Context: an optimization exercise on an open-source flow, tuned for small area. The choices shown serve that exercise and are no tape-out recipe.
In this exercise RTL edits were held to simulation tests only and were not proved equivalent to the original.
Power and IR drop assume default switching activity.

==> flow/design.v (excerpt) <==
module final_project_6(
	input CLOCK_50,
	input RESET_N,           
	input [2:0] BUTTON,
	input [9:0] SW,
	output [0:6]	HEX0,HEX1,HEX2,HEX3,
	output VGA_HS,		 
	output VGA_VS,		 
	output VGA_BLANK,		 
	output VGA_SYNC,		 
	output [3:0] VGA_R,  	 
	output [3:0] VGA_G,		 
	output [3:0] VGA_B   	 
);
	wire [9:0] x;
	wire [6:0] yq;
	wire [3:0] yr;
	wire [2:0] idx;
	game game(BUTTON[1], BUTTON[0], BUTTON[2], CLOCK_50, RESET_N, x, yq, yr, idx, HEX0, HEX1, HEX2, HEX3);
	vga u1(
	   .iCLK(CLOCK_50),
	   .iRST_N(RESET_N & SW[9]),
	   .idx(idx),
	   .px(x),
	   .pyq(yq),
	   .pyr(yr),
	   .VGA_R(VGA_R),
	   .VGA_G(VGA_G),
	   .VGA_B(VGA_B),
	   .VGA_H_SYNC(VGA_HS),
	   .VGA_V_SYNC(VGA_VS),
	   .VGA_SYNC(VGA_SYNC),
	   .VGA_BLANK(VGA_BLANK)
	);
endmodule
==> flow/config.mk <==
export PLATFORM = sky130hd
export DESIGN_NAME = final_project_6
export DESIGN_NICKNAME = final_project_6
export VERILOG_FILES = /design/flow/design.v
export SDC_FILE = /design/flow/constraint.sdc
export NUM_CORES = 4
export LEC_CHECK = 0
export ABC_AREA = 1
export CAP_MARGIN = 20
export CORE_MARGIN = 2
export CORE_UTILIZATION = 70
export PLACE_DENSITY = 0.8
export SLEW_MARGIN = 20
==> flow/constraint.sdc <==
create_clock -name core_clock -period 20.0 [get_ports {CLOCK_50}]
set_input_delay 4.0000 -clock core_clock [delete_from_list [all_inputs] [get_ports {CLOCK_50}]]
set_output_delay 4.0000 -clock core_clock [all_outputs]
set_load 0.01 [all_outputs]
standard.sh (not shown) runs the stock make flow with config.mk's settings and CLKGATE_MAP_FILE= SYNTH_SCRIPT=/design/flow/synth_recipe.tcl, a recipe that flattens the netlist after the stock synthesis.
==> flow/flow/run.sh <==
#!/bin/bash
# Layout flow: the standard synthesis, then the combinational logic between the
# registers is re-mapped by ABC for area (the registers are kept as they are, same
# cells and names), then the standard layout from floorplan to the end.
set -euo pipefail
HERE=$(pwd)
R=$HERE/orfs/results/sky130hd/final_project_6/base
LIB=$FLOW_HOME/platforms/sky130hd/lib/sky130_fd_sc_hd__tt_025C_1v80.lib
YOSYS=$FLOW_HOME/../tools/install/yosys/bin/yosys
[ -x "$YOSYS" ] || YOSYS=$(command -v yosys)

# 1. standard synthesis
bash standard.sh synth > 1_standard_synth.log 2>&1

# 2. re-map the logic
cp $R/1_2_yosys.v $HERE/standard_netlist.v
DU=""
for c in $(cat flow/dont_use.txt); do DU="$DU -dont_use $c"; done
cat > $HERE/abc_area.abc <<EOA
strash
&get -n
&deepsyn -I 4 -T 240
&put
dch -f
amap
EOA
$YOSYS -p "
read_liberty -ignore_miss_func $LIB
blackbox sky130_fd_sc_hd__dfxtp_1 sky130_fd_sc_hd__edfxtp_1 sky130_fd_sc_hd__dfrtp_1 sky130_fd_sc_hd__dfstp_1 sky130_fd_sc_hd__conb_1
read_verilog $HERE/standard_netlist.v
hierarchy -check -top final_project_6
flatten
opt -purge
tee -o $HERE/stat_before.txt stat -liberty $LIB
abc -liberty $LIB $DU -script $HERE/abc_area.abc
read_liberty -lib -ignore_redef $LIB
hierarchy -check -top final_project_6
opt_clean -purge
splitnets
opt_clean -purge
hilomap -singleton -hicell sky130_fd_sc_hd__conb_1 HI -locell sky130_fd_sc_hd__conb_1 LO
insbuf -buf sky130_fd_sc_hd__buf_1 A X
opt_clean -purge
check -assert -mapped
tee -o $HERE/stat_after.txt stat -liberty $LIB
write_verilog -noattr -nohex -nodec $HERE/reopt_netlist.v
" > 2_reopt.log 2>&1
cp $HERE/reopt_netlist.v $R/1_2_yosys.v
rm -f $R/1_synth.odb $R/1_synth.sdc

# 3. standard layout from the new netlist
# smallest buffer on the ports; a lighter clock tree
bash standard.sh BUFFER_PORTS_ARGS="-buffer_cell sky130_fd_sc_hd__buf_1" \
	CTS_ARGS="$(cat flow/cts_args.txt)" finish > 3_standard_finish.log 2>&1
Other scripts of this flow, unchanged in this note and not shown: flow/flow/cts_args.txt, flow/flow/dont_use.txt
The first run finished with timing, DRC and antenna clean.
Then changed:
--- a/flow/design.v
+++ b/flow/design.v
@@ -185,38 +185,39 @@
 	wire btick = ptick & (sub == 3'd5);
 	always @(posedge clk)
 		if (!rst_n) begin
 			cnt <= 9'd0;
 			sub <= 3'd0;
 		end else begin
 			cnt <= ptick ? 9'd0 : inc9(cnt);
 			if (ptick) sub <= (sub == 3'd5) ? 3'd0 : {sub[1:0] == 2'b11 ? ~sub[2] : sub[2],
 			                                          sub[1] ^ sub[0], ~sub[0]};
 		end
 	reg [9:0] P;
-	reg [3:0] f1, f2, f3;
+	reg [3:0] f1;
 	wire w2 = ge10(P, 10'd562);    
 	wire w3 = ge10(P, 10'd322);    
 	wire n1 = !ge10(P, 10'd721);
 	wire n2 = !inr(P, 10'd481, 10'd561);
 	wire n3 = !inr(P, 10'd241, 10'd321);
 	always @(posedge clk)
 		if (!rst_n) begin
 			P <= 10'd120;
-			f1 <= 4'hf; f2 <= 4'hf; f3 <= 4'hf;
+			f1 <= 4'hf;
 		end else if (ptick) begin
 			P <= (P == 10'd0) ? 10'd801 : dec10(P);
 			if (P == 10'd0) f1 <= {f1[0] ^ f1[1], f1[3:1]};
-			if (P == 10'd562) f2 <= {f2[0] ^ f2[1], f2[3:1]};
-			if (P == 10'd322) f3 <= {f3[0] ^ f3[1], f3[3:1]};
 		end
+	wire [3:0] f1p = {f1[2:0], f1[3] ^ f1[0]};
+	wire [3:0] f2 = w2 ? f1p : f1;
+	wire [3:0] f3 = w3 ? f1p : f1;
 	wire [10:0] l2s = addc(P, w2 ? 10'd462 : 10'd240);
 	wire [10:0] l3s = addc(P, w3 ? 10'd702 : 10'd480);
 	wire [9:0] l1 = P, l2 = l2s[9:0], l3 = l3s[9:0];
 	wire [9:0] e1 = TAB1[f1*10 +: 10];
 	wire [9:0] e2 = TAB2[f2*10 +: 10];
 	wire [9:0] e3 = TAB3[f3*10 +: 10];
 	wire [5:0] hq1 = e1[9:4], hq2 = e2[9:4], hq3 = e3[9:4];
 	wire [3:0] hr1 = e1[3:0], hr2 = e2[3:0], hr3 = e3[3:0];
 	wire [3:1] h250 = {TAB3_MID[f3], TAB2_MID[f2], TAB1_MID[f1]};
 	wire [9:0] bx1, bx2;
 	wire [5:0] k1, k2;
Outcome: Power falls by 1.3%; global-route usage is higher by 1.1 points; cell area climbs by 0.75%; via count rose by 4.3%; hold slack barely changes; clock-buffer cell count does not change; final cell count rose by 2.6%; clock skew is about the same; setup slack gets better by 0.80 ns; utilization rose by 0.56 points.

[what the ideal ports hide]
How much do the figures lean on ideal ports? The routed layouts below were timed once more, with nothing changed but the port constraints.
Step 1 assumes that a clkbuf_16 drives the clock port and a buf_2 every other input.
Step 2 moves the port delays by t, midway between the first and last clock arrival at a register: inputs arrive t later, outputs are due t later. That takes back most of the time a late clock gives input paths.
Three values: ideal ports, drivers, drivers and shift; two values: the first two.
| run | t, ns | setup WS [ns] | worst setup path after step 2 |
|---|---|---|---|
| the first run | 0.493 | 8.175 / 8.135 / 8.628 | register to output |
| the second run | 0.506 | 8.978 / 8.934 / 9.441 | register to output |
After both steps every run listed still meets setup and hold.
